This is an optimization exercise on Yosys and OpenROAD, whose aim is small area and a short achievable clock period, not a production implementation. At most, simulation tests tie the RTL to the original design; equivalence was not proved. Only the layout flow was run in runs 2 to 9; the RTL was not checked for function there. No activity file was given, so power comes from the tool's default toggle rates.

## flow/design.v

```verilog
module fifo #(
    parameter LENGTH = 32,
    parameter WIDTH  = 16
) (
    input logic reset_i,
    input logic clk_i,
    input logic read_en,
    input logic write_en,
    input logic [WIDTH-1:0] data_i,
    output logic empty_o,
    output logic full_o,
    output logic [WIDTH-1:0] data_o
);
  logic [$clog2(LENGTH):0] write_ptr;
  logic [$clog2(LENGTH):0] read_ptr;
  logic [WIDTH-1:0] mem [LENGTH-1:0];
  assign empty_o = (write_ptr == read_ptr) | reset_i;
  assign full_o = (write_ptr[$clog2(LENGTH)] != read_ptr[$clog2(LENGTH)] && write_ptr[$clog2(LENGTH)-1:0] == read_ptr[$clog2(LENGTH)-1:0]) & ~reset_i;
  always_ff @(posedge clk_i, posedge reset_i) begin
    if (reset_i) begin
      write_ptr <= 0;
      read_ptr  <= 0;
      data_o    <= 0;
    end else begin
      if (read_en & ~empty_o) begin
        data_o          <= mem[read_ptr[$clog2(LENGTH)-1:0]];
        read_ptr        <= read_ptr + 1;
      end
      if (write_en & ~full_o) begin
        mem[write_ptr[$clog2(LENGTH)-1:0]]   <= data_i;
        write_ptr        <= write_ptr + 1;
      end
    end
  end
endmodule
```

## flow/constraint.sdc

```tcl
create_clock -name core_clock -period 4.0 [get_ports {clk_i}]
set_input_delay 0.8000 -clock core_clock [delete_from_list [all_inputs] [get_ports {clk_i}]]
set_output_delay 0.8000 -clock core_clock [all_outputs]
set_load 0.01 [all_outputs]
```

## flow/config.mk

```make
export PLATFORM = sky130hd
export DESIGN_NAME = fifo
export DESIGN_NICKNAME = fifo
export VERILOG_FILES = /design/flow/design.v
export SDC_FILE = /design/flow/constraint.sdc
export NUM_CORES = 4
export LEC_CHECK = 0
export CAP_MARGIN = 20
export CORE_MARGIN = 2
export CORE_UTILIZATION = 40
export SLEW_MARGIN = 20
```

## flow/run.sh

```bash
#!/bin/bash
# synth_recipe.tcl (not shown) runs the flow's synth.tcl, then flattens the netlist and writes it again
# the make line also repeats each setting of config.mk as NAME=value (left out here)
make -C /OpenROAD-flow-scripts/flow DESIGN_CONFIG=/design/flow/config.mk WORK_HOME=/design/flow/orfs CLKGATE_MAP_FILE= SYNTH_SCRIPT=/design/flow/synth_recipe.tcl finish
```

==> flow_summary.ini, run 1 <==
[power_and_ir_drop]
power_per_cell_area_mw_per_mm2 = 711.6
vdd_ir_drop_max_mv = 0.3240
leakage_nw = 7.916
p_total_mw = 17.45

[synthesis]
synthTopCellsByArea = edfxtp_1 72%, dfrtp_1 3.3%, a22oi_1 2.9%
yosysMostFrequentCell = edfxtp_1
ys_types = 68
synth_common_cells = 512 x edfxtp_1, 81 x a22oi_1, 52 x nand2_1, 52 x nor2_1, 51 x mux2i_1
ys_warn_count = 2
yosysTopAreaCell = edfxtp_1
syn_area_per_cell_um2 = 16.41
synth_fp_nets = 1327
netlist.area_leader.share_pct = 72.34
synth_seq_cells = 540
syn_inst = 1295
async_flop_share_pct = 5.185
synth_edf_count = 512
synth-seq-area-share_pct = 75.64
ys.flop_type = edfxtp_1
syn_area_mm2 = 0.02125

[placed_design]
port_buffers = 37
gp_congestion = 0.9412
pre_cts_ws_ns = 0.4742
place_hpwl_um = 44190

[routing]
drt_iter0_markers = 2142
via_count = 13490
wire_per_inst_um = 33.44
drc = 0
vias_per_cell = 6.350
drt-total-wl_um = 71030
first_pass_iters = 8
final_antenna_net_count = 0

[sta]
worst_pin_slew_ns = 1.079
report.final.slew_viol_count = 0
max_freq_mhz = 277.5
setup_ws_ns = 0.3966
skew_ns = 0.02572
setup_tns_ns = 0
rsz0062_at_grt = false
setup-violations-final = 0
hold_ws_ns = 0.4817
min_period_ns = 3.603
hold_viol = 0
max-slew-margin-rel_pct = 27.10
finalCritPeriodShare_pct = 90.09

[worst_setup_path]
rr_endpoint = data_o[3]
path_max_fanout = 18
required_ns = 4.48
cp_common_cell = inv_1
cp_top_family = compound AO/OA/AOI/OAI gates
cpMaxStageDelayCell = ha_1
cp_num_buf_inv = 2
r2r_start = read_ptr[0]
reg2regPathDepth = 8
max_stage_delay_ns = 0.74
critPathKind = reg2reg
crit_chain = inv_1 -> ha_1 -> inv_1 -> a22oi_1 -> a311oi_4 -> or4_1 -> o32ai_1 -> o21ai_1
cp.depth = 8
end_kind = register
start_kind = register
reg2reg_slack_ns = 0.40
worstPathArrival_ns = 4.09

[clock_network]
path_clk_slew_ns = 0.06
cts_tree = yes
cts-root-buf = clkbuf_16
cts-buffers-inserted = 53
clk_path_buf_depth = 3
h-tree-depth = 2
clk_latency_ns = 0.62
cts_num_sinks = 540
cts_resized = 0
post_cts_buffers = 0
hold_buffers = 0

[layout]
nets = 1424
multiInputGateArea_mm2 = 0.004807
diodes = 0
drive_gt1_share_pct = 15.18
syn2layout_area_growth_pct = 15.36
seqCellArea_mm2 = 0.01609
nFillCells = 4517

[global_route]
overflow = 0
grt_pass1_wl_um = 99090
grt_pass1_vias = 13190
grt_max_degree = 53
antenna_found_initial = 0
grt_use_total_pct = 25.96

[status]
outcome = complete, no violations

[hold_path]
hp-class = reg2reg
hold_path_depth = 2
hold_path_end = data_o[8]
hp-start = data_o[8]

[floorplanning]
die_h_um = 234.5
dieArea_mm2 = 0.05499
ios = 38
core-area_mm2 = 0.05255
num_rows = 84
die_width_um = 234.5
initial_utilization_pct = 40.44

[run]
cap_violations = 0
-- worst max-delay path by stage --
stage / from / to / slack, ns
after floorplan: reset_i / mem[18][0] / 0.45
after global placement: read_ptr[2] / data_o[10] / 0.56
after detailed placement: reset_i / mem[13][11] / 0.47
after CTS: read_ptr[0] / data_o[3] / 0.49
after global routing: read_ptr[0] / data_o[3] / 0.36
final: read_ptr[0] / data_o[3] / 0.40
-- tightest hold or removal path, cell delays in order (launching register included) --
cell and delay, ns:
dfrtp_1 0.35, nand2_1 0.05, o31ai_1 0.05
-- logic make-up after synthesis --
| kind of cell | count (synthesis) | share of synthesized area, % |
|---|---|---|
| buffers and inverters | 96 | 2.043 |
| DFF | 540 | 75.64 |
| and+or+nand+nor | 284 | 6.947 |
| adders and majority gates | 12 | 0.7064 |
| muxes | 77 | 4.080 |
| AOI/OAI and AO/OA | 272 | 10.01 |
| xor gates and xnor gates | 14 | 0.5770 |
-- state kept, by name (all words and copies together) (netlist names) --
name / flops
mem: 512
data_o: 16
read_ptr: 6
write_ptr: 6
-- cell usage in the layout, fill, tap and decap left out, types with 12 or more instances in the layout --
cell / instances
edfxtp_1: 512
buf_4: 84
a22oi_1: 81
clkbuf_16: 53
nand2_1: 52
mux2i_1: 51
nand3_1: 49
nor2_1: 41
clkdlybuf4s50_1: 32
o22ai_1: 27
nor3_1: 25
dfrtp_1: 25
mux2_2: 19
and2_1: 19
o21ai_0: 19
a32oi_1: 18
nand4_1: 16
a22o_1: 16
clkbuf_1: 15
clkinv_1: 14
inv_1: 13
a32o_1: 13
xnor2_1: 12
nor2_2: 12
ha_1: 12
-- cell type report --
type                    count  share of cell area, %
clock buffers              69                  5.695
well taps                 688                  3.511
repair buffers            125                  4.307
clock inverters            30                  1.067
inverters                  13                 0.1990
multi-input cells         659                  19.61
flip-flops and latches    540                  65.61
-- stage by stage --
step	utilization, %	area (um2)	instances
floorplan	-	21250	1295
global placement	43.53	22880	2025
detailed placement	43.53	22870	2025
CTS	46.68	24530	2124
global route	46.65	24520	2124
finish	46.65	24520	2124
-- layer usage --
metal / wire length, um / GRT usage, % / vias up
met3: 8221 / 5.596 / 211
met2: 31440 / 38.79 / 985
met5: 0 / 0 / -
li1: - / - / 5452
met4: 4207 / 13.80 / 0
met1: 27160 / 35.65 / 6839
-- where the power goes --
part           internal [mW]  switching (mW)  total (mW)
logic                   1.85            3.85        5.70
clock network           2.72            2.15        4.87
registers               6.50           0.376        6.88
total                   11.1            6.37        17.4
==> run 2, diff against run 1 <==
==> flow/design.v (replaced) <==
module fifo #(
    parameter LENGTH = 32,
    parameter WIDTH  = 16
) (
    input logic reset_i,
    input logic clk_i,
    input logic read_en,
    input logic write_en,
    input logic [WIDTH-1:0] data_i,
    output logic empty_o,
    output logic full_o,
    output logic [WIDTH-1:0] data_o
);
  localparam AW = $clog2(LENGTH);
  logic [AW-1:0] write_ptr;
  logic [AW-1:0] read_ptr;
  logic empty_r, full_r;
  logic [WIDTH-1:0] mem [LENGTH-1:0];
  wire rd = read_en & ~empty_r;
  wire wr = write_en & ~full_r;
  wire one_left = (read_ptr + 1'b1) == write_ptr;
  wire one_free = (write_ptr + 1'b1) == read_ptr;
  assign empty_o = empty_r | reset_i;
  assign full_o  = full_r & ~reset_i;
  always_ff @(posedge clk_i, posedge reset_i) begin
    if (reset_i) begin
      write_ptr <= 0;
      read_ptr  <= 0;
      empty_r   <= 1'b1;
      full_r    <= 1'b0;
      data_o    <= 0;
    end else begin
      if (rd) begin
        data_o   <= mem[read_ptr];
        read_ptr <= read_ptr + 1'b1;
      end
      if (wr) write_ptr <= write_ptr + 1'b1;
      empty_r <= ~wr & (empty_r | (rd & one_left));
      full_r  <= ~rd & (full_r | (wr & one_free));
    end
  end
  always_ff @(posedge clk_i) begin
    if (~full_r) mem[write_ptr] <= data_i;
  end
endmodule
==> run 2 against run 1 <==
Net effect:
- synthesized cell count is 7.3% lower
- first-iteration DRC count is 50% lower
- clock skew hardly changed
- count of clock-buffer cells in the layout grew 2
- final cell count shrank 5.1%
- combinational power fell by 5.6%
- register-to-register slack better by 0.35 ns
- critical path depth fell by 3
- worst setup slack gained 0.35 ns
- via count decreased by 17%
- design area fell by 0.12%
- still clean
- flip-flop and latch count unchanged
- highest routed layer unchanged
==> flow_summary.ini, run 2 <==
[status]
outcome = complete, no violations

[sta]
setup_ws_ns = 0.7462
worst_pin_slew_ns = 1.020
hold_viol = 0
rsz0062_at_grt = false
finalCritPeriodShare_pct = 81.34
report.final.slew_viol_count = 0
min_period_ns = 3.254
max_freq_mhz = 307.3
setup-violations-final = 0
setup_tns_ns = 0
max-slew-margin-rel_pct = 31.44
skew_ns = 0.02615

[synthesis]
synth_common_cells = 512 x edfxtp_1, 171 x mux2i_1, 68 x o22ai_1
ys_warn_count = 1
yosysMostFrequentCell = edfxtp_1
netlist.area_leader.share_pct = 71.12
syn_area_per_cell_um2 = 18.01
synth_edf_count = 512
ys.flop_type = edfxtp_1
synth_fp_nets = 1225
synthTopCellsByArea = edfxtp_1 71%, mux2i_1 7.9%, mux2_2 3.2%
synth_seq_cells = 540
ys_types = 45
syn_area_mm2 = 0.02162
synth-seq-area-share_pct = 74.37
async_flop_share_pct = 5.185
yosysTopAreaCell = edfxtp_1
syn_inst = 1200

[placed_design]
port_buffers = 37
placed_cells = 1916
gp_congestion = 0.8717
place_hpwl_um = 31620
pre_cts_ws_ns = 0.7584

[layout]
fin_cells = 2015
mostFrequentLayoutCells = 512 x edfxtp_1, 171 x mux2i_1, 68 x o22ai_1
drive_gt1_share_pct = 18.88
final_common_cell = edfxtp_1
diodes = 0
nets = 1301
syn2layout_area_growth_pct = 13.28
largest_register_ffs = 512

[worst_setup_path]
cpMaxStageDelayCell = dfrtp_4
cp_num_buf_inv = 1
cp_top_family = flip-flops
path_max_fanout = 49
r2r_start = read_ptr[0]
start_kind = register
critPathKind = reg2reg
rr_endpoint = data_o[15]
reg2reg_slack_ns = 0.75
max_stage_delay_ns = 1.00
end_kind = register
crit_start = read_ptr[0]
worstPathArrival_ns = 3.70
required_ns = 4.45
crit_chain = buf_4 -> mux2i_1 -> o22ai_1 -> nor3_1 -> o41ai_2
reg2regPathDepth = 5

[global_route]
antenna_found_initial = 1
grt_pass1_wl_um = 75740
grt_max_degree = 70
grt_pass1_vias = 10950
grt_use_total_pct = 18.63
overflow = 0

[clock_network]
post_cts_buffers = 0
cts-buffers-inserted = 54
path_clk_slew_ns = 0.06
clk_latency_ns = 0.61
cts_num_sinks = 540
cts_resized = 0
cts-root-buf = clkbuf_16
hold_buffers = 0
cts_tree = yes
clk_path_buf_depth = 3
h-tree-depth = 2

[floorplanning]
die_width_um = 236.5
num_rows = 85
die_h_um = 236.5
dieArea_mm2 = 0.05592
ios = 38
initial_utilization_pct = 40.33
core-area_mm2 = 0.05360

[hold_path]
hp-start = data_o[2]
hold_path_end = data_o[2]
hold_path_depth = 2
hp-class = reg2reg

[routing]
wire_per_inst_um = 25.80
final_antenna_net_count = 0
first_pass_iters = 5
drt_iter0_markers = 1063
vias_per_cell = 5.555
via_count = 11190
drt-total-wl_um = 51990
drc = 0

[power_and_ir_drop]
leakage_nw = 8.225
vdd_ir_drop_max_mv = 0.4029
power_per_cell_area_mw_per_mm2 = 729.3

[run]
cap_violations = 0
## run 2: changes by cell type after synthesis, moves of 16 or more
cell	previous run	this run
o22ai_1	27	68
and2_1	20	2
a32oi_1	18	0
clkbuf_1	41	17
buf_6	2	18
mux2i_1	51	171
nand2_1	52	32
a22oi_1	81	29
o21ai_0	19	1
nand3_1	49	5
mux2_2	19	62
## run 2: how the worst max path moves through the flow
| stage | end | slack, ns | cells after the start |
|---|---|---|---|
| 4_1_cts | data_o[15] | 0.74 | 5 |
| 3_3_place_gp | data_o[15] | 0.77 | 5 |
| 2_1_floorplan | mem[4][0] | 1.82 | 3 |
| 5_1_grt | data_o[15] | 0.69 | 5 |
| 6_report | data_o[15] | 0.75 | 5 |
| 3_5_place_dp | data_o[15] | 0.76 | 5 |
## run 2: where the power goes
part	switching, mW	internal [mW]
clock network	2.06	2.84
registers	0.586	6.99
logic	3.23	2.16
total	5.87	12.0
## run 2: through the flow
step           area [um2]  hold WS, ns  total power, mW  utilization, %
2_1_floorplan       21620       0.5203            11.37               -
3_3_place_gp        22810       0.5110            13.04           42.55
3_5_place_dp        22810       0.4914            13.09           42.55
4_1_cts             24500       0.5147            17.99           45.71
5_1_grt             24490       0.5526            18.59           45.69
6_report            24490       0.5134            17.86           45.69
## run 2: cell families after synthesis
kind of cell	count (synthesis)	synth area share [%]
and+or+nand+nor	152	3.288
DFF	540	74.37
adders and majority gates	5	0.2894
muxes	248	12.71
AOI/OAI and AO/OA	161	6.112
buffers and inverters	77	2.541
xor gates and xnor gates	17	0.6888
## run 2: tightest hold or removal path: cells and delay by family (launching register included)
kind	cells	cell delay, ns
compound gates	1	0.05
flops	1	0.36
simple gates	1	0.07
## run 2: per-layer routing
metal  vias to the layer above  global-route usage (%)  part of all wire [%]
met3                        63                   3.381                   5.7
li1                       4933                       -                     -
met2                       352                   30.26                    48
met4                         0                   4.258                   1.8
met5                         -                       0                     0
met1                      5845                   26.23                    45
## run 2: layout make-up
class / instances / area [um2]
Fill cell: 4642 / 29110
Sequential cell: 540 / 16090
Multi-Input combinational cell: 583 / 5011
Clock buffer: 71 / 1436
Tap cell: 696 / 870.8
Timing Repair Buffer: 93 / 808.3
Clock inverter: 28 / 261.5
Inverter: 4 / 15.01
==> run 3, diff against run 2 <==
--- a/flow/config.mk
+++ b/flow/config.mk
@@ -8,4 +8,5 @@
 export CAP_MARGIN = 20
 export CORE_MARGIN = 2
-export CORE_UTILIZATION = 40
+export CORE_UTILIZATION = 60
+export SETUP_SLACK_MARGIN = 2.2
 export SLEW_MARGIN = 20
==> run 3 against run 2 <==
Net effect:
- still clean
- sequential power fell by 2%
- global-route usage rose by 10 points
- clock power fell by 4%
- maximum frequency rose by 52%
- flip-flop and latch count did not move
- die area fell by 33%
- synthesized cell count did not move
- critical endpoint is now data_o[1]
==> flow_summary.ini, run 3 <==
[status]
outcome = complete, no violations

[synthesis]
ys_warn_count = 1
synth_seq_cells = 540
synth_common_cells = 512 x edfxtp_1, 171 x mux2i_1, 68 x o22ai_1
yosysTopAreaCell = edfxtp_1
syn_area_per_cell_um2 = 18.01
synth_edf_count = 512
syn_area_mm2 = 0.02162
synth-seq-area-share_pct = 74.37
ys.flop_type = edfxtp_1
netlist.area_leader.share_pct = 71.12
syn_inst = 1200
yosysMostFrequentCell = edfxtp_1
async_flop_share_pct = 5.185
ys_types = 45
synthTopCellsByArea = edfxtp_1 71%, mux2i_1 7.9%, mux2_2 3.2%
synth_fp_nets = 1225

[layout]
fin_util_pct = 74.04
nFillCells = 2078
fin_cells = 1860
syn2layout_area_growth_pct = 21.53
final_common_cell = edfxtp_1
fin_area_mm2 = 0.02627
largest_register_ffs = 512
mostFrequentLayoutCells = 512 x edfxtp_1, 166 x mux2i_1, 60 x mux2_2
drive_gt1_share_pct = 32.28
nets = 1379

[power_and_ir_drop]
power_per_cell_area_mw_per_mm2 = 770.7
p_total_mw = 20.25
leakage_nw = 8.996
vdd_ir_drop_max_mv = 0.6080

[floorplanning]
die_h_um = 193.8
dieArea_mm2 = 0.03756
num_rows = 69
ios = 38
core-area_mm2 = 0.03548
die_width_um = 193.8
initial_utilization_pct = 60.92

[clock_network]
h-tree-depth = 2
cts-buffers-inserted = 53
clk_latency_ns = 0.59
cts_num_sinks = 540
cts-root-buf = clkbuf_16
hold_buffers = 0
path_clk_slew_ns = 0.06
clk_path_buf_depth = 3
cts_tree = yes

[sta]
worst_pin_slew_ns = 0.6644
min_period_ns = 2.143
hold_ws_ns = 0.3461
report.final.slew_viol_count = 0
max-slew-margin-rel_pct = 55.71
hold_viol = 0
setup_ws_ns = 1.857
finalCritPeriodShare_pct = 53.58
max_freq_mhz = 466.6
skew_ns = 0.01873
rsz0062_at_grt = true
setup-violations-final = 0
setup_tns_ns = 0

[global_route]
grt_use_total_pct = 28.74
grt_max_degree = 33
grt_pass1_vias = 11610
overflow = 0
antenna_found_initial = 2
grt_pass1_wl_um = 77360

[worst_setup_path]
critPathKind = reg2reg
max_stage_delay_ns = 0.56
cp_num_buf_inv = 4
cp_top_family = buffers and inverters
crit_chain = buf_12 -> buf_16 -> buf_6 -> nor2_4 -> buf_6 -> a22oi_1 -> a21oi_2 -> o41ai_2
path_max_fanout = 13
worstPathArrival_ns = 2.60
end_kind = register
start_kind = register
cpMaxStageDelayCell = dfrtp_4
cp_common_cell = buf_6
required_ns = 4.46

[routing]
drt_iter0_markers = 1008
drt-total-wl_um = 53540
final_antenna_net_count = 0
vias_per_cell = 6.248
drc = 0
first_pass_iters = 5
wire_per_inst_um = 28.79
via_count = 11620

[placed_design]
placed_cells = 1673
gp_congestion = 0.8181
place_area_mm2 = 0.02247
pre_cts_ws_ns = 1.214
place_hpwl_um = 27810
port_buffers = 37

[run]
cap_violations = 0

[hold_path]
hp-class = in2async
## run 3: cell count changes in the layout (fill, tap and decap cells not counted), sizes merged
cell,change
and2b,+2
buf,+91
bufbuf,+1
bufinv,-3
clkbuf,+9
clkdlybuf4s50,-18
clkinv,-5
diode,+2
or2,+1
## run 3: metal layers
metal	vias up	routed length (um)	track usage, %
met5	-	25	0
met3	115	3715	6.627
met1	5994	21240	37.95
li1	5106	-	-
met4	4	2118	12.26
met2	403	26440	46.48
## run 3: path summary, 6_finish.rpt
kind	startpoint	endpoint	slack [ns]	cells past startpoint
max in group asynchronous	reset_i	read_ptr[2]	3.30	3
worst max-delay path	read_ptr[2]	data_o[1]	1.86	8
min in group core_clock	data_o[2]	data_o[2]	0.52	2
worst min-delay path	reset_i	full_r	0.35	3
worst max register to register	read_ptr[2]	data_o[1]	1.86	8
worst min register to register	data_o[2]	data_o[2]	0.52	2
## run 3: repair_timing
action | in CTS | in global routing
pin swaps | 64 | 23
gates cloned | 15 | 3
setup buffers | 59 | 10
resized for setup | 257 | 58
hold endpoints to repair | 0 | 0
setup endpoints to repair | 547 | 368
## run 3: cell families (layout without fill, tap and decap cells)
| family | Yosys count | in the layout | synth area share (%) |
|---|---|---|---|
| flip-flops | 540 | 540 | 74.37 |
| adder cells (fa/ha/maj) | 5 | 5 | 0.2894 |
| XOR/XNOR | 17 | 17 | 0.6888 |
| AO/OA/AOI/OAI | 161 | 161 | 6.112 |
| AND/OR/NAND/NOR | 152 | 155 | 3.288 |
| other | 0 | 2 | 0 |
| multiplexers | 248 | 248 | 12.71 |
| buffers and inverters | 77 | 271 | 2.541 |
## run 3: area by class of cell
cell class | count | area, um2 | share of cell area, %
diodes | 2 | 5.005 | 0.01905
clock buffers | 78 | 1493 | 5.682
clock inverters | 20 | 143.9 | 0.5477
inverters | 4 | 15.01 | 0.05715
multi-input cells | 586 | 5794 | 22.06
flip-flops and latches | 540 | 16100 | 61.28
well taps | 461 | 576.8 | 2.196
repair buffers | 169 | 2143 | 8.158
## run 3: report_power, final
part	internal [mW]	switching (mW)	total [mW]
Clock	2.70	2.00	4.70
Combinational	3.69	4.42	8.11
Sequential	7.01	0.422	7.43
Total	13.4	6.85	20.2
## run 3: worst min-delay path: cells and delay by family
kind	cells	cell delay (ns)
buffers and inverters	3	0.57
==> run 4, diff against run 3 <==
--- a/flow/config.mk
+++ b/flow/config.mk
@@ -9,4 +9,4 @@
 export CORE_MARGIN = 2
 export CORE_UTILIZATION = 60
-export SETUP_SLACK_MARGIN = 2.2
+export SETUP_SLACK_MARGIN = 1.9
 export SLEW_MARGIN = 20
==> run 4 against run 3 <==
Net effect:
- still clean
- count of clock-buffer cells in the layout fell by 15
- sequential share of layout area rose by 2.8 points
- synthesized cell count did not move
- final cell count fell by 2.2%
- first-iteration DRC count barely moved
- sequential power barely moved
- non-clock buffer count fell by 34
- critical path type is now reg2out
- largest power group is now registers
- highest routed layer is now met4
==> flow_summary.ini, run 4 <==
[clock_network]
cts-buffers-inserted = 53
clk_latency_ns = 0.59
cts_num_sinks = 540
hold_buffers = 0
cts_tree = yes
h-tree-depth = 2
clk_path_buf_depth = 3
cts-root-buf = clkbuf_16
path_clk_slew_ns = 0.06

[synthesis]
synth_edf_count = 512
ys_warn_count = 1
synth_fp_nets = 1225
synth_compound_area_share_pct = 6.112
async_flop_share_pct = 5.185
synth-adder-area-share_pct = 0.2894
synth_simple_gate_area_share_pct = 3.288
synth_xor_area_share_pct = 0.6888
yosysMostFrequentCell = edfxtp_1
synth_top_family_by_area = multiplexers
ys_types = 45
synth-seq-area-share_pct = 74.37
synthTopCellsByArea = edfxtp_1 71%, mux2i_1 7.9%, mux2_2 3.2%
syn_area_mm2 = 0.02162
synth_common_cells = 512 x edfxtp_1, 171 x mux2i_1, 68 x o22ai_1
yosysTopAreaCell = edfxtp_1
synth_seq_cells = 540
netlist.area_leader.share_pct = 71.12
muxShareOfSynthArea_pct = 12.71
syn_inst = 1200
syn_area_per_cell_um2 = 18.01
ys.flop_type = edfxtp_1

[floorplanning]
initial_utilization_pct = 60.92
core-area_mm2 = 0.03548
die_width_um = 193.8
die_h_um = 193.8
num_rows = 69
dieArea_mm2 = 0.03756
ios = 38

[sta]
worst_pin_slew_ns = 0.9574
max_freq_mhz = 446.4
hold_ws_ns = 0.3320
skew_ns = 0.01802
setup_ws_ns = 1.760
rsz0062_at_grt = true
setup-violations-final = 0
finalCritPeriodShare_pct = 56.00
report.final.slew_viol_count = 0
hold_viol = 0
setup_tns_ns = 0
min_period_ns = 2.240
max-slew-margin-rel_pct = 35.98

[placed_design]
place_area_mm2 = 0.02249
place_hpwl_um = 28220
pre_cts_ws_ns = 1.194
port_buffers = 37
gp_congestion = 0.8381

[routing]
via_count = 11360
final_antenna_net_count = 0
drc = 0
wire_per_inst_um = 28.11
vias_per_cell = 6.244
first_pass_iters = 5
drt-total-wl_um = 51130
drt_iter0_markers = 1007

[layout]
syn2layout_area_growth_pct = 16.21
final_common_cell = edfxtp_1
largest_register_ffs = 512
drive_gt1_share_pct = 26.70
fin_area_mm2 = 0.02512
nets = 1345
mostFrequentLayoutCells = 512 x edfxtp_1, 171 x mux2i_1, 78 x buf_4

[status]
outcome = complete, no violations

[worst_setup_path]
end_kind = output port
cpMaxStageDelayCell = dfstp_2
required_ns = 3.20
path_max_fanout = 4
max_stage_delay_ns = 0.62
r2r_start = read_ptr[0]
cp_num_buf_inv = 1
start_kind = register
crit_chain = or2_4 -> buf_6
critPathKind = reg2out
worstPathArrival_ns = 1.44
cp_top_family = flip-flops
crit_start = empty_r

[run]
cap_violations = 0

[global_route]
grt_max_degree = 38
grt_use_total_pct = 27.32
grt_pass1_wl_um = 73750
antenna_found_initial = 1
overflow = 0
grt_pass1_vias = 11120

[hold_path]
hp-class = in2async

[power_and_ir_drop]
leakage_nw = 8.586
vdd_ir_drop_max_mv = 0.4858
p_total_mw = 18.84
power_per_cell_area_mw_per_mm2 = 750.1
-- run 4: through the flow --
stage / util (%) / instances
after floorplan: - / 1200
after global routing: 70.79 / 1818
after CTS: 69.81 / 1799
final: 70.80 / 1819
after global placement: 63.39 / 1680
after detailed placement: 63.38 / 1680
-- run 4: layout make-up --
type,instances,area (um2)
Timing Repair Buffer,135,1378
Multi-Input combinational cell,586,5493
Sequential cell,540,16090
Inverter,4,15.01
Tap cell,461,576.8
Clock inverter,28,198.9
Antenna cell,2,5.005
Fill cell,2251,10360
Clock buffer,63,1364
-- run 4: what timing repair did --
item / 4_1_cts / 5_1_grt
buffers inserted: 20 / 16
endpoints found under the hold margin: 0 / 0
gates resized for setup: 119 / 58
pin swaps: 16 / 22
setup endpoints to repair: 189 / 105
gates cloned: 8 / 2
-- run 4: kinds of logic after synthesis --
group           after synthesis
flops                       540
fa+ha+maj                     5
compound gates              161
buf+inv                      77
xor+xnor                     17
simple gates                152
mux                         248
-- run 4: worst paths after layout --
path                               endpoint  slack, ns  depth (start not counted)
worst max register to register    data_o[6]       1.91                          6
worst min-delay path             data_o[15]       0.33                          2
worst min register to register   data_o[15]       0.52                          2
min in group core_clock          data_o[15]       0.52                          2
max in group asynchronous       read_ptr[0]       3.18                          2
worst max-delay path                empty_o       1.76                          2
-- run 4: report_power, final --
part	switching [mW]	internal [mW]
Sequential	0.414	7.00
Clock	1.99	2.60
Combinational	3.98	2.86
-- run 4: layer usage --
| metal | vias to the layer above | wire length, um | global-route usage (%) |
|---|---|---|---|
| li1 | 5022 | - | - |
| met1 | 5866 | 20840 | 37.41 |
| met2 | 381 | 25650 | 45.05 |
| met3 | 89 | 3137 | 4.523 |
| met4 | 0 | 1501 | 9.596 |
| met5 | - | 0 | 0 |
==> run 5, diff against run 4 <==
--- a/flow/config.mk
+++ b/flow/config.mk
@@ -8,5 +8,5 @@
 export CAP_MARGIN = 20
 export CORE_MARGIN = 2
-export CORE_UTILIZATION = 60
-export SETUP_SLACK_MARGIN = 1.9
+export CORE_UTILIZATION = 70
+export SETUP_SLACK_MARGIN = 1.7
 export SLEW_MARGIN = 20
==> run 5 against run 4 <==
Net effect:
- still clean on timing, DRC and antenna
- critical path depth is 4 higher
- synthesized area did not move
- register-to-register slack worse by 0.17 ns
- non-clock buffer count down 22
- final cell count fell by 4.9%
- maximum frequency down 1.0%
- largest cell class unchanged
==> flow_summary.ini, run 5 <==
[status]
outcome = complete, no violations

[floorplanning]
ios = 38
initial_utilization_pct = 70.85
dieArea_mm2 = 0.03230
core-area_mm2 = 0.03051
num_rows = 64
die_width_um = 179.7
die_h_um = 179.7

[layout]
mostFrequentLayoutCells = 512 x edfxtp_1, 171 x mux2i_1, 66 x o22ai_1
nets = 1319
syn2layout_area_growth_pct = 12.74
nFillCells = 1593
diodes = 0
drive_gt1_share_pct = 21.06
fin_util_pct = 79.88
largest_register_ffs = 512
final_common_cell = edfxtp_1
fin_area_mm2 = 0.02437

[synthesis]
ys_types = 45
synth_seq_cells = 540
ys_warn_count = 1
synth-adder-area-share_pct = 0.2894
syn_inst = 1200
syn_area_per_cell_um2 = 18.01
synth_common_cells = 512 x edfxtp_1, 171 x mux2i_1, 68 x o22ai_1
yosysMostFrequentCell = edfxtp_1
syn_area_mm2 = 0.02162
netlist.area_leader.share_pct = 71.12
ys.flop_type = edfxtp_1
yosysTopAreaCell = edfxtp_1
synth_fp_nets = 1225
synthTopCellsByArea = edfxtp_1 71%, mux2i_1 7.9%, mux2_2 3.2%
synth_simple_gate_area_share_pct = 3.288
synth_edf_count = 512
async_flop_share_pct = 5.185
synth_xor_area_share_pct = 0.6888
synth_top_family_by_area = multiplexers
muxShareOfSynthArea_pct = 12.71
synth_compound_area_share_pct = 6.112
synth-seq-area-share_pct = 74.37

[worst_setup_path]
reg2reg_slack_ns = 1.74
worstPathArrival_ns = 2.69
start_kind = register
rr_endpoint = data_o[2]
end_kind = register
r2r_start = read_ptr[2]
critPathKind = reg2reg
path_max_fanout = 38
reg2regPathDepth = 6
required_ns = 4.43

[run]
cap_violations = 0

[power_and_ir_drop]
combPwrFrac_pct = 32.5
leakage_nw = 8.410
vdd_ir_drop_max_mv = 0.6336
swShare_pct = 32.68
seqPwrFrac_pct = 41.4
p_total_mw = 17.97
p_int_mw = 12.09
switching_power_mw = 5.872
power_frac_clock_pct = 26.1
power_per_cell_area_mw_per_mm2 = 737.2

[clock_network]
cts_num_sinks = 540
cts_tree = yes
clk_latency_ns = 0.56
cts-root-buf = clkbuf_16
h-tree-depth = 2
clk_path_buf_depth = 3
path_clk_slew_ns = 0.06
cts-buffers-inserted = 51
hold_buffers = 0

[placed_design]
place_hpwl_um = 28290
place_area_mm2 = 0.02247
port_buffers = 37
gp_congestion = 0.9349

[sta]
report.final.slew_viol_count = 0
hold_viol = 0
finalCritPeriodShare_pct = 56.57
skew_ns = 0.009732
max_freq_mhz = 441.9
rsz0062_at_grt = true
setup-violations-final = 0
max-slew-margin-rel_pct = 53.12
setup_tns_ns = 0
min_period_ns = 2.263
worst_pin_slew_ns = 0.7032

[routing]
drt-total-wl_um = 49380
vias_per_cell = 6.595
drc = 0
final_antenna_net_count = 0
first_pass_iters = 5
via_count = 11410
wire_per_inst_um = 28.54
drt_iter0_markers = 1303

[global_route]
overflow = 0
grt_pass1_vias = 11330
global_route.usage.met1_pct = 43.86
grt_use_met2_pct = 51.14
busiest_layer = met2
grtUsageMet3_pct = 4.477
grt_use_total_pct = 30.69
grt_pass1_wl_um = 72630
grt_max_degree = 43
antenna_found_initial = 1

[hold_path]
hp-class = in2async
[run 5: worst max-delay path, stage by stage, from the launching register on]
cell     delay, ns
dfrtp_2       0.48
buf_8         0.32
mux2_2        0.38
o22ai_1       0.24
nor2_1        0.14
o22ai_1       0.42
o41ai_2       0.14
[run 5: cell type report]
cell class              count  area, um2  area share (%)
clock inverters            23      231.5          0.9498
flip-flops and latches    540      16090           66.01
clock buffers              70       1390           5.704
multi-input cells         584       5077           20.83
inverters                   4      15.01         0.06161
well taps                 396      495.5           2.033
repair buffers            113       1075           4.410
[run 5: how the worst max path moves through the flow]
stage,cells past startpoint,from,endpoint,slack (ns)
2_1_floorplan,3,write_ptr[3],mem[4][0],1.82
3_3_place_gp,3,reset_i,empty_o,1.20
3_5_place_dp,3,reset_i,empty_o,1.20
4_1_cts,3,reset_i,empty_o,1.44
5_1_grt,6,read_ptr[2],data_o[0],1.68
6_report,6,read_ptr[2],data_o[2],1.74
[run 5: cells by family after synthesis]
| logic type | count (synthesis) |
|---|---|
| AOI/OAI and AO/OA | 161 |
| and+or+nand+nor | 152 |
| xor gates and xnor gates | 17 |
| adders and majority gates | 5 |
| DFF | 540 |
| muxes | 248 |
| buffers and inverters | 77 |
[run 5: power by group through the flow]
| stage | Combinational (mW) | Sequential (mW) | Clock (mW) |
|---|---|---|---|
| floorplan | 4.06 | 7.31 | 0 |
| global placement | 5.30 | 7.57 | 0 |
| detailed placement | 5.38 | 7.60 | 0 |
| CTS | 5.73 | 7.42 | 4.72 |
| global route | 6.15 | 7.49 | 4.95 |
| finish | 5.84 | 7.45 | 4.68 |
[run 5: layer usage]
layer	wire (um)	vias up
met5	0	-
li1	-	4971
met2	24850	511
met3	3735	82
met4	1104	0
met1	19690	5845
[run 5: repair_timing]
| action | 4_1_cts | 5_1_grt |
|---|---|---|
| buffers inserted | 11 | 1 |
| endpoints found under the hold margin | 0 | 0 |
| gates cloned | 1 | 1 |
| setup endpoints to repair | 85 | 37 |
| gates resized for setup | 42 | 17 |
[run 5: metrics by stage]
stage                     hold slack [ns]  instances  worst slack [ns]
final                              0.2705       1730             1.737
after global routing               0.2953       1730             1.683
after CTS                          0.4901       1728             1.438
after detailed placement           0.4761       1623             1.200
after global placement             0.4823       1623             1.197
after floorplan                    0.5203       1200             1.825
==> run 6, diff against run 5 <==
--- a/flow/design.v
+++ b/flow/design.v
@@ -14,17 +14,22 @@
   localparam AW = $clog2(LENGTH);
   logic [AW-1:0] write_ptr;
-  logic [AW-1:0] read_ptr;
+  logic [LENGTH-1:0] rsel;
   logic empty_r, full_r;
   logic [WIDTH-1:0] mem [LENGTH-1:0];
   wire rd = read_en & ~empty_r;
   wire wr = write_en & ~full_r;
-  wire one_left = (read_ptr + 1'b1) == write_ptr;
-  wire one_free = (write_ptr + 1'b1) == read_ptr;
+  wire one_left = rsel[write_ptr - 1'b1];
+  wire one_free = rsel[write_ptr + 1'b1];
   assign empty_o = empty_r | reset_i;
   assign full_o  = full_r & ~reset_i;
+  logic [WIDTH-1:0] rdata;
+  always_comb begin
+    rdata = '0;
+    for (int i = 0; i < LENGTH; i++) rdata = rdata | (mem[i] & {WIDTH{rsel[i]}});
+  end
   always_ff @(posedge clk_i, posedge reset_i) begin
     if (reset_i) begin
       write_ptr <= 0;
-      read_ptr  <= 0;
+      rsel      <= LENGTH'(1);
       empty_r   <= 1'b1;
       full_r    <= 1'b0;
@@ -32,6 +37,6 @@
     end else begin
       if (rd) begin
-        data_o   <= mem[read_ptr];
-        read_ptr <= read_ptr + 1'b1;
+        data_o <= rdata;
+        rsel   <= {rsel[LENGTH-2:0], rsel[LENGTH-1]};
       end
       if (wr) write_ptr <= write_ptr + 1'b1;
--- a/flow/config.mk
+++ b/flow/config.mk
@@ -8,5 +8,5 @@
 export CAP_MARGIN = 20
 export CORE_MARGIN = 2
-export CORE_UTILIZATION = 70
-export SETUP_SLACK_MARGIN = 1.7
+export CORE_UTILIZATION = 60
+export SETUP_SLACK_MARGIN = 1.9
 export SLEW_MARGIN = 20
==> run 6 against run 5 <==
Net effect:
- combinational power down about 60%
- synthesized area down 2.7%
- register-to-register slack better by 0.11 ns
- critical endpoint is now empty_r
- final cell count up 6.5%
- first-iteration DRC count up 50%
- still clean on timing, DRC and antenna
- core utilization down 8.7 points
- largest cell class unchanged
==> flow_summary.ini, run 6 <==
[status]
outcome = complete, no violations

[routing]
final_antenna_net_count = 0
first_pass_iters = 5
drt_iter0_markers = 1960
drt-total-wl_um = 69440
via_count = 13260
vias_per_cell = 7.195
wire_per_inst_um = 37.68
drc = 0

[synthesis]
synth_common_cells = 512 x edfxtp_1, 224 x a22oi_1, 104 x nand2_1
yosysTopAreaCell = edfxtp_1
synthTopCellsByArea = edfxtp_1 73%, a22oi_1 8.0%, dfrtp_1 6.3%
synth_edf_count = 512
async_flop_share_pct = 9.700
synth_seq_cells = 567
ys_types = 39
synth-seq-area-share_pct = 79.62
netlist.area_leader.share_pct = 73.06
yosysMostFrequentCell = edfxtp_1
ys.flop_type = edfxtp_1
syn_inst = 1244
syn_area_mm2 = 0.02104
synth_fp_nets = 1269
ys_warn_count = 1
syn_area_per_cell_um2 = 16.92

[sta]
worst_pin_slew_ns = 1.110
setup-violations-final = 0
report.final.slew_viol_count = 0
finalCritPeriodShare_pct = 53.75
hold_ws_ns = 0.5257
setup_ws_ns = 1.850
skew_ns = 0.02615
max-slew-margin-rel_pct = 25.80
rsz0062_at_grt = true
setup_tns_ns = 0
max_freq_mhz = 465.1
hold_viol = 0
min_period_ns = 2.150

[power_and_ir_drop]
power_per_cell_area_mw_per_mm2 = 607.0
p_int_mw = 10.93
p_total_mw = 14.92
leakage_nw = 8.150
power_frac_clock_pct = 34.5
swShare_pct = 26.71
vdd_ir_drop_max_mv = 0.5466
switching_power_mw = 3.985
seqPwrFrac_pct = 50.0
combPwrFrac_pct = 15.5

[placed_design]
place_hpwl_um = 37330
place_area_mm2 = 0.02231
placed_cells = 1713
gp_congestion = 0.8372
port_buffers = 37
pre_cts_ws_ns = 1.152

[worst_setup_path]
cp_top_family = multiplexers
path_max_fanout = 4
cp_common_cell = mux4_2
start_kind = register
crit_chain = inv_6 -> ha_4 -> mux4_2 -> mux4_2 -> o2111ai_2 -> o21ai_1
end_kind = register
required_ns = 4.50
worstPathArrival_ns = 2.65
cp_num_buf_inv = 1
cpMaxStageDelayCell = mux4_2
critPathKind = reg2reg
max_stage_delay_ns = 0.50

[global_route]
overflow = 0
grt_pass1_wl_um = 96190
antenna_found_initial = 0
grt_max_degree = 56
grt_use_total_pct = 39.12
grt_pass1_vias = 12550

[floorplanning]
ios = 38
die_width_um = 191.3
dieArea_mm2 = 0.03658
num_rows = 68
die_h_um = 191.3
core-area_mm2 = 0.03454
initial_utilization_pct = 60.92

[layout]
syn2layout_area_growth_pct = 16.82
largest_register_ffs = 512
drive_gt1_share_pct = 19.02
diodes = 0
fin_area_mm2 = 0.02458
final_common_cell = edfxtp_1
fin_util_pct = 71.16
fin_cells = 1843
mostFrequentLayoutCells = 512 x edfxtp_1, 224 x a22oi_1, 103 x nand2_1
nets = 1368

[clock_network]
cts_tree = yes
h-tree-depth = 2
hold_buffers = 0
clk_path_buf_depth = 3
cts-root-buf = clkbuf_16
clk_latency_ns = 0.61
path_clk_slew_ns = 0.06
cts-buffers-inserted = 54
cts_num_sinks = 567

[hold_path]
hp-class = reg2reg

[run]
cap_violations = 0
## run 6: changes by cell type in the layout (fill, tap and decap cells not counted), moves of 17 or more
cell,delta
a22oi_1,+195
mux2i_1,-169
nand2_1,+72
o22ai_1,-66
mux2_2,-60
nand4_1,+46
nor2_1,-33
a21oi_1,+20
dfrtp_1,+18
nor3_1,-17
## run 6: repair_timing
action,4_1_cts,5_1_grt
pin swaps,9,3
endpoints found under the setup margin,415,190
buffers inserted,24,3
gates resized for setup,67,32
gates cloned,0,1
## run 6: power groups by stage
stage	clock, mW	combinational [mW]	sequential (mW)
floorplan	0	1.12	7.47
global placement	0	1.90	7.56
detailed placement	0	1.91	7.58
CTS	5.16	2.19	7.45
global route	5.38	2.40	7.50
finish	5.15	2.32	7.46
## run 6: path summary, 6_finish.rpt
kind	from	to	slack, ns	cells past startpoint
worst max-delay path	write_ptr[0]	empty_r	1.85	6
worst min-delay path	data_o[7]	data_o[7]	0.53	2
worst max register to register	write_ptr[0]	empty_r	1.85	6
worst min register to register	data_o[7]	data_o[7]	0.53	2
max in group asynchronous	reset_i	rsel[11]	2.68	3
min in group asynchronous	reset_i	write_ptr[2]	0.65	3
## run 6: logic make-up (layout without fill, tap and decap cells)
kind of cell | Yosys count | count (layout) | synth area share (%)
mux | 23 | 23 | 2.200
simple gates | 262 | 263 | 5.881
flops | 567 | 567 | 79.62
compound gates | 285 | 285 | 9.918
fa+ha+maj | 5 | 5 | 0.2973
buf+inv | 93 | 236 | 1.712
xor+xnor | 9 | 9 | 0.3746
## run 6: per-layer routing
layer  track usage (%)  routed length (um)
met2             57.54               31320
met4             17.99                3573
met5                 0                   0
met1             56.02               25110
met3             9.602                9434
## run 6: cell type report
cell class                 instances  area (um2)
sequential                       567       16770
fill                            2249        9962
multi-input combinational        585        4222
clock buffer                      74        1466
timing repair buffer             131        1219
tap                              455       569.3
clock inverter                    27       312.8
inverter                           4       23.77
## run 6: tightest hold or removal path: stages (launching register included)
cell and delay [ns]:
dfrtp_1 0.34, nor2_1 0.05, a21oi_1 0.10
==> run 7, diff against run 6 <==
--- a/flow/config.mk
+++ b/flow/config.mk
@@ -9,4 +9,4 @@
 export CORE_MARGIN = 2
 export CORE_UTILIZATION = 60
-export SETUP_SLACK_MARGIN = 1.9
+export SETUP_SLACK_MARGIN = 2.1
 export SLEW_MARGIN = 20
==> run 7 against run 6 <==
Net effect:
- still clean on timing, DRC and antenna
- core utilization rose by 1.7 points
- maximum frequency down 3.4%
- critical path depth up 3
- clock power is 3% lower
- critical path type unchanged
- critical endpoint is now full_r
- largest cell class unchanged
==> flow_summary.ini, run 7 <==
[layout]
drive_gt1_share_pct = 22.78
multiInputGateArea_mm2 = 0.004290
largest_register_ffs = 512
final_common_cell = edfxtp_1
diodes = 0
seqCellArea_mm2 = 0.01679
syn2layout_area_growth_pct = 19.59
mostFrequentLayoutCells = 512 x edfxtp_1, 224 x a22oi_1, 102 x nand2_1
nFillCells = 2133
nets = 1405

[power_and_ir_drop]
combPwrFrac_pct = 18.0
swShare_pct = 27.01
vdd_ir_drop_max_mv = 0.5590
power_per_cell_area_mw_per_mm2 = 601.8
leakage_nw = 8.382
p_total_mw = 15.14
p_int_mw = 11.05
power_frac_clock_pct = 32.8
seqPwrFrac_pct = 49.2
switching_power_mw = 4.091

[sta]
report.final.slew_viol_count = 0
max_freq_mhz = 449.3
skew_ns = 0.01999
worst_pin_slew_ns = 1.070
setup-violations-final = 0
rsz0062_at_grt = true
hold_viol = 0
finalCritPeriodShare_pct = 55.64
setup_tns_ns = 0
min_period_ns = 2.226
max-slew-margin-rel_pct = 28.43

[floorplanning]
core-area_mm2 = 0.03454
initial_utilization_pct = 60.92
num_rows = 68
dieArea_mm2 = 0.03658
die_width_um = 191.3
die_h_um = 191.3
ios = 38

[hold_path]
hp-class = reg2reg

[routing]
via_count = 13460
final_antenna_net_count = 0
drc = 0
first_pass_iters = 5
wire_per_inst_um = 37.37
drt_iter0_markers = 2099
vias_per_cell = 7.172
drt-total-wl_um = 70150

[clock_network]
clk_latency_ns = 0.61
cts_tree = yes
cts-buffers-inserted = 54
cts-root-buf = clkbuf_16
path_clk_slew_ns = 0.06
h-tree-depth = 2
clk_path_buf_depth = 3
cts_num_sinks = 567

[global_route]
grt_max_degree = 56
overflow = 0
grt_pass1_vias = 12820
grt_use_total_pct = 39.23
grt_pass1_wl_um = 96460
antenna_found_initial = 0

[synthesis]
yosysMostFrequentCell = edfxtp_1
syn_area_per_cell_um2 = 16.92
synth_common_cells = 512 x edfxtp_1, 224 x a22oi_1, 104 x nand2_1
syn_area_mm2 = 0.02104
synth_edf_count = 512
ys_types = 39
synthTopCellsByArea = edfxtp_1 73%, a22oi_1 8.0%, dfrtp_1 6.3%
yosysTopAreaCell = edfxtp_1
ys_warn_count = 1
synth_seq_cells = 567
ys.flop_type = edfxtp_1
synth_fp_nets = 1269
async_flop_share_pct = 9.700
synth-seq-area-share_pct = 79.62
syn_inst = 1244
netlist.area_leader.share_pct = 73.06

[worst_setup_path]
required_ns = 4.48
end_kind = register
cp_top_family = multiplexers
cpMaxStageDelayCell = mux4_2
worstPathArrival_ns = 2.71
crit_chain = buf_12 -> inv_8 -> ha_4 -> buf_6 -> buf_6 -> mux4_2 -> mux2_4 -> o32ai_2 -> o31ai_1
critPathKind = reg2reg
start_kind = register
cp_num_buf_inv = 4
max_stage_delay_ns = 0.48
cp_common_cell = buf_6
path_max_fanout = 6

[placed_design]
place_hpwl_um = 36050
gp_congestion = 0.8240
port_buffers = 37

[run]
cap_violations = 0

[status]
outcome = complete, no violations
==> run 7: cell counts after synthesis <==
Identical to the previous run, type by type.
==> run 7: metrics by stage <==
step | utilization [%] | setup slack, ns | instance area [um2] | instances | hold WS, ns
after global placement | 64.47 | 1.131 | 22270 | 1696 | 0.5165
after floorplan | - | 1.378 | 21340 | 1244 | 0.4931
after detailed placement | 64.47 | 1.103 | 22270 | 1696 | 0.5298
after CTS | 72.18 | 1.786 | 24930 | 1862 | 0.5188
after global routing | 72.85 | 1.707 | 25170 | 1877 | 0.5107
final | 72.85 | 1.774 | 25170 | 1877 | 0.4956
==> run 7: final timing paths <==
path                       slack [ns]          from  endpoint  depth (start not counted)
max in group asynchronous        2.69       reset_i   rsel[8]                          3
setup reg to reg                 1.77  write_ptr[0]    full_r                          9
min in group asynchronous        0.63       reset_i   rsel[7]                          3
setup / recovery                 1.77  write_ptr[0]    full_r                          9
hold reg to reg                  0.50       empty_r   empty_r                          2
hold / removal                   0.50       empty_r   empty_r                          2
==> run 7: cells by family after synthesis <==
kind of cell	share of synthesized area [%]
DFF	79.62
muxes	2.200
xor gates and xnor gates	0.3746
adders and majority gates	0.2973
buffers and inverters	1.712
AOI/OAI and AO/OA	9.918
and+or+nand+nor	5.881
==> run 7: routing by layer <==
metal | track usage [%] | part of all wire [%] | vias up
li1 | - | - | 5294
met1 | 55.05 | 36 | 6847
met2 | 59.40 | 45 | 1079
met3 | 8.555 | 13 | 242
met4 | 18.61 | 5.5 | 0
met5 | 0 | 0 | -
==> run 7: repair_timing <==
| action | CTS | global route |
|---|---|---|
| hold buffers | 0 | 0 |
| endpoints found under the setup margin | 569 | 200 |
| gates resized for setup | 126 | 33 |
| buffers inserted | 66 | 14 |
| pin swaps | 29 | 8 |
| hold endpoints to repair | 0 | 0 |
| cloned | 2 | 1 |
==> run 7: layout make-up <==
type / count / area share [%]
multi-input cells: 585 / 17.05
inverters: 4 / 0.1044
clock buffers: 75 / 5.966
flip-flops and latches: 567 / 66.72
clock inverters: 23 / 0.7806
well taps: 455 / 2.262
repair buffers: 168 / 7.120
==> run 7: power by group through the flow <==
stage / logic, mW / registers (mW) / clock network [mW]
after floorplan: 1.23 / 7.47 / 0
after global placement: 1.92 / 7.56 / 0
after detailed placement: 1.95 / 7.58 / 0
after CTS: 2.55 / 7.43 / 4.99
after global routing: 2.82 / 7.49 / 5.22
final: 2.73 / 7.45 / 4.97
==> run 7: worst min-delay path: stages, from the launching register on <==
cell     delay (ns)
dfstp_2        0.38
inv_2          0.05
o21ai_1        0.06
==> run 8, diff against run 7 <==
==> flow/design.v (replaced) <==
module fifo #(
    parameter LENGTH = 32,
    parameter WIDTH  = 16
) (
    input logic reset_i,
    input logic clk_i,
    input logic read_en,
    input logic write_en,
    input logic [WIDTH-1:0] data_i,
    output logic empty_o,
    output logic full_o,
    output logic [WIDTH-1:0] data_o
);
  localparam AW = $clog2(LENGTH);
  logic [AW-1:0] last;
  logic empty_r, full_r;
  logic [WIDTH-1:0] mem [LENGTH-1:0];
  wire rd = read_en & ~empty_r;
  wire wr = write_en & ~full_r;
  wire last_zero = (last == 0);
  wire last_top  = (last == LENGTH - 2);
  assign empty_o = empty_r | reset_i;
  assign full_o  = full_r & ~reset_i;
  logic [WIDTH-1:0] rdata;
  always_comb begin
    rdata = '0;
    for (int i = 0; i < LENGTH; i++)
      rdata = rdata | (mem[i] & {WIDTH{last == i}});
  end
  always_ff @(posedge clk_i, posedge reset_i) begin
    if (reset_i) begin
      last    <= '1;
      empty_r <= 1'b1;
      full_r  <= 1'b0;
      data_o  <= 0;
    end else begin
      if (rd) data_o <= rdata;
      if (wr & ~rd) last <= last + 1'b1;
      else if (rd & ~wr) last <= last - 1'b1;
      empty_r <= ~wr & (empty_r | (rd & last_zero));
      full_r  <= ~rd & (full_r | (wr & last_top & ~empty_r));
    end
  end
  always_ff @(posedge clk_i) begin
    if (wr) begin
      mem[0] <= data_i;
      for (int i = 1; i < LENGTH; i++) mem[i] <= mem[i-1];
    end
  end
endmodule
--- a/flow/config.mk
+++ b/flow/config.mk
@@ -9,4 +9,4 @@
 export CORE_MARGIN = 2
 export CORE_UTILIZATION = 60
-export SETUP_SLACK_MARGIN = 2.1
+export SETUP_SLACK_MARGIN = 1.9
 export SLEW_MARGIN = 20
==> run 8 against run 7 <==
Net effect:
- flip-flop and latch count fell by 32
- first-iteration DRC count fell by 8.2%
- critical path depth fell by 1
- die area fell by 3.5%
- maximum frequency fell by 11%
- critical path type unchanged
- non-clock buffer count rose by 92
- still clean
- hold slack got worse by 0.13 ns
- wire length fell by 9.5%
- count of clock-buffer cells in the layout fell by 4
- design area rose by 2.8%
- final cell count rose by 0.91%
- global-route usage fell by 3.8 points
- highest routed layer is now met5
==> flow_summary.ini, run 8 <==
[global_route]
grt_max_degree = 116
grt_use_total_pct = 35.41
grt_pass1_vias = 12880
grt_pass1_wl_um = 87920
antenna_found_initial = 1
overflow = 0

[routing]
drt-total-wl_um = 63510
drc = 0
wire_per_inst_um = 33.53
first_pass_iters = 5
drt_iter0_markers = 1927
via_count = 13210
vias_per_cell = 6.977
final_antenna_net_count = 0

[placed_design]
pre_cts_ws_ns = 0.8004
place_hpwl_um = 33990
gp_congestion = 0.8526
place_area_mm2 = 0.02152
port_buffers = 37

[worst_setup_path]
reg2regPathDepth = 8
cp_top_family = flip-flops
cp_common_cell = buf_4
crit_chain = clkinvlp_4 -> buf_6 -> buf_4 -> buf_4 -> a221oi_4 -> nor3_2 -> or4_1 -> o22a_1
critPathKind = reg2reg
r2r_start = last[4]
end_kind = register
cp.depth = 8
rr_endpoint = data_o[10]
worstSetupEndpoint = data_o[10]
cpMaxStageDelayCell = dfstp_4
cp_num_buf_inv = 4
reg2reg_slack_ns = 1.51
start_kind = register
path_max_fanout = 6
required_ns = 4.50
max_stage_delay_ns = 0.72
worstPathArrival_ns = 2.98
crit_start = last[4]

[sta]
setup_ws_ns = 1.512
rsz0062_at_grt = true
min_period_ns = 2.488
hold_ws_ns = 0.3678
max_freq_mhz = 401.9
report.final.slew_viol_count = 0
max-slew-margin-rel_pct = 52.63
setup-violations-final = 0
hold_viol = 0
finalCritPeriodShare_pct = 62.21
skew_ns = 0.02830
worst_pin_slew_ns = 0.7105

[synthesis]
synth_fp_nets = 1187
synthTopCellsByArea = edfxtp_1 76%, a22oi_1 3.5%, dfrtp_1 2.1%
yosysMostFrequentCell = edfxtp_1
ys.flop_type = edfxtp_1
ys_warn_count = 2
synth_seq_cells = 535
syn_inst = 1159
synth_edf_count = 512
async_flop_share_pct = 4.299
synth-seq-area-share_pct = 78.65
syn_area_per_cell_um2 = 17.51
synth_common_cells = 512 x edfxtp_1, 95 x a22oi_1, 42 x mux2i_1, 42 x nor2_1, 38 x clkbuf_1
yosysTopAreaCell = edfxtp_1
ys_types = 63
syn_area_mm2 = 0.02029
netlist.area_leader.share_pct = 75.78

[status]
outcome = complete, no violations

[floorplanning]
core-area_mm2 = 0.03345
die_h_um = 187.9
ios = 38
die_width_um = 187.9
initial_utilization_pct = 60.66
dieArea_mm2 = 0.03530
num_rows = 67

[clock_network]
cts-root-buf = clkbuf_16
cts-buffers-inserted = 52
cts_tree = yes
clk_latency_ns = 0.62
hold_buffers = 0
cts_num_sinks = 535
h-tree-depth = 2
path_clk_slew_ns = 0.07
clk_path_buf_depth = 3

[layout]
largest_register_ffs = 512
syn2layout_area_growth_pct = 27.49
mostFrequentLayoutCells = 512 x edfxtp_1, 134 x buf_4, 73 x a22oi_1
nets = 1430
final_common_cell = edfxtp_1
diodes = 0
fin_area_mm2 = 0.02587
nFillCells = 1839
drive_gt1_share_pct = 30.36

[power_and_ir_drop]
leakage_nw = 9.075
power_per_cell_area_mw_per_mm2 = 732.5
vdd_ir_drop_max_mv = 0.4205
p_total_mw = 18.95

[run]
cap_violations = 0

[hold_path]
hp-class = in2async
-- run 8: logic make-up (layout without fill, tap and decap cells) --
logic type	count (synthesis)	count (layout)	share of synthesized area, %
AND/OR/NAND/NOR	165	168	4.150
AO/OA/AOI/OAI	301	301	11.56
multiplexers	58	58	2.960
XOR/XNOR	4	4	0.1727
buffers and inverters	88	372	2.016
flip-flops	535	535	78.65
adder cells (fa/ha/maj)	8	8	0.4934
-- run 8: power breakdown --
part           internal [mW]  leakage [nW]  switching (mW)
clock                   2.82         0.830            2.13
sequential              6.81          5.27           0.418
combinational           3.09          2.97            3.68
-- run 8: how the worst min path moves through the flow --
stage                     from         end  slack (ns)  cells past startpoint
finish                 reset_i  data_o[11]        0.37                      3
global route           reset_i  data_o[11]        0.39                      3
CTS                 mem[23][5]  mem[24][5]        0.44                      0
detailed placement  mem[29][6]  mem[30][6]        0.43                      0
global placement     mem[1][1]   mem[2][1]        0.42                      0
floorplan            mem[1][1]   mem[2][1]        0.42                      0
-- run 8: per-stage QoR --
stage	utilization, %	std cells	TNS (ns)
final	77.33	1894	0
after global routing	77.33	1894	0
after CTS	74.95	1839	0
after detailed placement	64.35	1625	0
after global placement	64.35	1625	0
after floorplan	-	1159	-2543.16
-- run 8: worst reg2reg max path, cell delays in order (launching register included) --
cell        delay, ns
dfstp_4          0.72
clkinvlp_4       0.17
buf_6            0.17
buf_4            0.15
buf_4            0.18
a221oi_4         0.20
nor3_2           0.08
or4_1            0.55
o22a_1           0.18
-- run 8: what timing repair did --
action	in CTS	in global routing
setup endpoints to repair	182	134
pin swaps	41	38
cloned	10	1
resized for setup	193	75
setup buffers	106	54
-- run 8: final cells by class --
class                      count  area [um2]  area share, %
clock inverter                27       265.3          1.025
tap                          448       560.5          2.167
clock buffer                  71        1424          5.505
timing repair buffer         260        2907          11.24
sequential                   535       15970          61.74
inverter                      14       73.82         0.2854
multi-input combinational    539        4667          18.04
-- run 8: metal layers --
metal | track usage, % | wire [um] | up-vias
met4 | 17.60 | 3368 | 2
met5 | 0 | 10 | -
met2 | 53.68 | 29070 | 1035
li1 | - | - | 5317
met1 | 48.25 | 23500 | 6626
met3 | 9.283 | 7566 | 234
==> run 9, diff against run 8 <==
--- a/flow/config.mk
+++ b/flow/config.mk
@@ -9,4 +9,4 @@
 export CORE_MARGIN = 2
 export CORE_UTILIZATION = 60
-export SETUP_SLACK_MARGIN = 1.9
+export SETUP_SLACK_MARGIN = 1.6
 export SLEW_MARGIN = 20
==> run 9 against run 8 <==
Net effect:
- clock power increased by 2%
- clock skew down 0.00086 ns
- register-to-register slack better by 0.05 ns
- design area is 6.6% lower
- count of clock-buffer cells in the layout up 4
- worst setup slack better by 0.052 ns
- sequential share of layout area up 4.4 points
- flip-flop and latch count is the same
- largest power group unchanged
- highest routed layer is now met4
==> flow_summary.ini, run 9 <==
[clock_network]
clk_path_buf_depth = 3
cts-root-buf = clkbuf_16
clk_latency_ns = 0.61
cts-buffers-inserted = 52
path_clk_slew_ns = 0.06
cts_tree = yes
h-tree-depth = 2
cts_num_sinks = 535

[synthesis]
ys_warn_count = 2
netlist.area_leader.share_pct = 75.78
synthTopCellsByArea = edfxtp_1 76%, a22oi_1 3.5%, dfrtp_1 2.1%
syn_inst = 1159
synth_common_cells = 512 x edfxtp_1, 95 x a22oi_1, 42 x mux2i_1, 42 x nor2_1, 38 x clkbuf_1
ys.flop_type = edfxtp_1
synth_xor_area_share_pct = 0.1727
synth_simple_gate_area_share_pct = 4.150
syn_area_mm2 = 0.02029
synth_top_family_by_area = compound AO/OA/AOI/OAI gates
synth-adder-area-share_pct = 0.4933
yosysTopAreaCell = edfxtp_1
synth_edf_count = 512
yosysMostFrequentCell = edfxtp_1
synth-seq-area-share_pct = 78.65
ys_types = 63
syn_area_per_cell_um2 = 17.51
async_flop_share_pct = 4.299
synth_fp_nets = 1187
muxShareOfSynthArea_pct = 2.960
synth_seq_cells = 535
synth_compound_area_share_pct = 11.56

[sta]
min_period_ns = 2.436
max-slew-margin-rel_pct = 44.84
setup-violations-final = 0
report.final.slew_viol_count = 0
worst_pin_slew_ns = 0.8256
setup_tns_ns = 0
skew_ns = 0.02744
hold_viol = 0
rsz0062_at_grt = true
max_freq_mhz = 410.5
finalCritPeriodShare_pct = 60.90

[hold_path]
hp-start = mem[26][8]
hp-class = reg2reg
hold_path_depth = 0

[floorplanning]
die_width_um = 187.9
dieArea_mm2 = 0.03530
num_rows = 67
die_h_um = 187.9
ios = 38
core-area_mm2 = 0.03345
initial_utilization_pct = 60.66

[worst_setup_path]
worstPathArrival_ns = 2.93
critPathKind = reg2reg
path_max_fanout = 8
r2r_start = last[0]
end_kind = register
reg2regPathDepth = 8
crit_start = last[0]
required_ns = 4.49
start_kind = register

[power_and_ir_drop]
power_per_cell_area_mw_per_mm2 = 719.6
vdd_ir_drop_max_mv = 0.6013
leakage_nw = 8.291
p_total_mw = 17.38

[global_route]
overflow = 0
grt_max_degree = 147
antenna_found_initial = 0
grt_pass1_wl_um = 81830
grt_use_total_pct = 32.93
grt_pass1_vias = 12000

[layout]
fin_util_pct = 72.21
diodes = 0
final_common_cell = edfxtp_1
drive_gt1_share_pct = 20.21
mostFrequentLayoutCells = 512 x edfxtp_1, 90 x a22oi_1, 67 x buf_4
nFillCells = 2078
syn2layout_area_growth_pct = 19.05
nets = 1311
multiInputGateArea_mm2 = 0.004275
largest_register_ffs = 512
seqCellArea_mm2 = 0.01597

[routing]
via_count = 12510
met2_length_um = 26140
first_pass_iters = 6
highest_layer = met4
final_antenna_net_count = 0
wire_per_inst_um = 32.79
met1_length_um = 22340
drt_iter0_markers = 1945
met3WireLength_um = 7182
vias_per_cell = 7.049
drt-total-wl_um = 58180
drc = 0

[status]
outcome = complete, no violations

[run]
cap_violations = 0

[placed_design]
port_buffers = 37
gp_congestion = 0.8475
place_hpwl_um = 33370
==> run 9: layout make-up <==
cell class	instances	share of cell area [%]
Sequential cell	535	66.11
Multi-Input combinational cell	538	17.70
Timing Repair Buffer	142	6.392
Clock buffer	75	6.252
Tap cell	448	2.321
Clock inverter	22	0.9842
Inverter	14	0.2383
==> run 9: critical path, stage by stage (launching register included) <==
cell	delay [ns]
dfstp_2	0.39
ha_2	0.27
and3_4	0.23
ha_4	0.17
buf_4	0.21
a221o_1	0.35
a221oi_2	0.22
o2111ai_1	0.17
o32a_1	0.31
==> run 9: what timing repair did <==
item | CTS | global route
hold buffers | 0 | 0
setup buffers | 31 | 17
endpoints found under the hold margin | 0 | 0
cloned | 3 | 2
setup endpoints to repair | 19 | 17
pin swaps | 3 | 13
gates resized for setup | 60 | 32
==> run 9: worst paths after layout <==
path | slack, ns | end
worst max-delay path | 1.56 | data_o[13]
worst min-delay path | 0.44 | mem[27][8]
worst max register to register | 1.56 | data_o[13]
worst min register to register | 0.44 | mem[27][8]
max in group asynchronous | 2.89 | data_o[4]
min in group asynchronous | 0.69 | data_o[2]
==> run 9: metal layers <==
layer  vias to the layer above  GRT usage (%)
met5                         -              0
met4                         0          15.45
met3                       173          8.909
met2                       948          48.40
met1                      6311          46.49
li1                       5073              -
==> run 9: stage by stage <==
step,cell area [um2],setup slack (ns),hold slack (ns),cells
5_1_grt,24150,1.520,0.4526,1774
3_3_place_gp,21510,0.9270,0.4242,1624
2_1_floorplan,20450,-5.714,0.4180,1159
6_report,24150,1.564,0.4435,1774
3_5_place_dp,21510,0.9440,0.4321,1624
4_1_cts,23810,1.600,0.4459,1755
==> run 9: cell families after synthesis <==
group           after synthesis
flops                       535
compound gates              301
simple gates                165
buf+inv                      88
mux                          58
fa+ha+maj                     8
xor+xnor                      4
==> run 9: power breakdown <==
group          internal (mW)  switching (mW)
registers               6.81           0.406
logic                   2.10            3.04
clock network           2.94            2.09
total                   11.8            5.54

-- static timing again, ports no longer ideal --
Ports are ideal in the flow. The routed layouts listed here were re-timed in OpenROAD. Step 1 sets driving cells, clkbuf_16 on the clock port and buf_2 on the other inputs (assumed; they add their load-dependent delay and slew). Step 2 moves the port delays by t, midway between the first and last clock arrival at a register: inputs arrive t later, outputs are due t later. That takes back most of the time a late clock gives input paths. a / b / c = no drivers / after step 1 / after step 2; a / b = the first two.
run	shift t [ns]	setup slack, ns	worst setup path at the end
run 1	0.663	0.397 / 0.397 / 0.397	register to register
run 2	0.649	0.746 / 0.746 / 0.746	register to register
run 3	0.643	1.857 / 1.814 / 1.624	input to register
run 4	0.639	1.760 / 1.705 / 1.552	input to register
run 5	0.607	1.737 / 1.710 / 1.428	input to register
run 6	0.655	1.850 / 1.797 / 1.585	input to register
run 7	0.657	1.774 / 1.774 / 1.539	input to register
run 8	0.657	1.512 / 1.512 / 1.037	input to register
run 9	0.647	1.564 / 1.564 / 1.010	input to register
After both steps setup and hold are still met in every run listed. For run 9, which loses most, drivers alone change the setup slack by 0.000 ns; drivers and shift together by -0.554 ns.
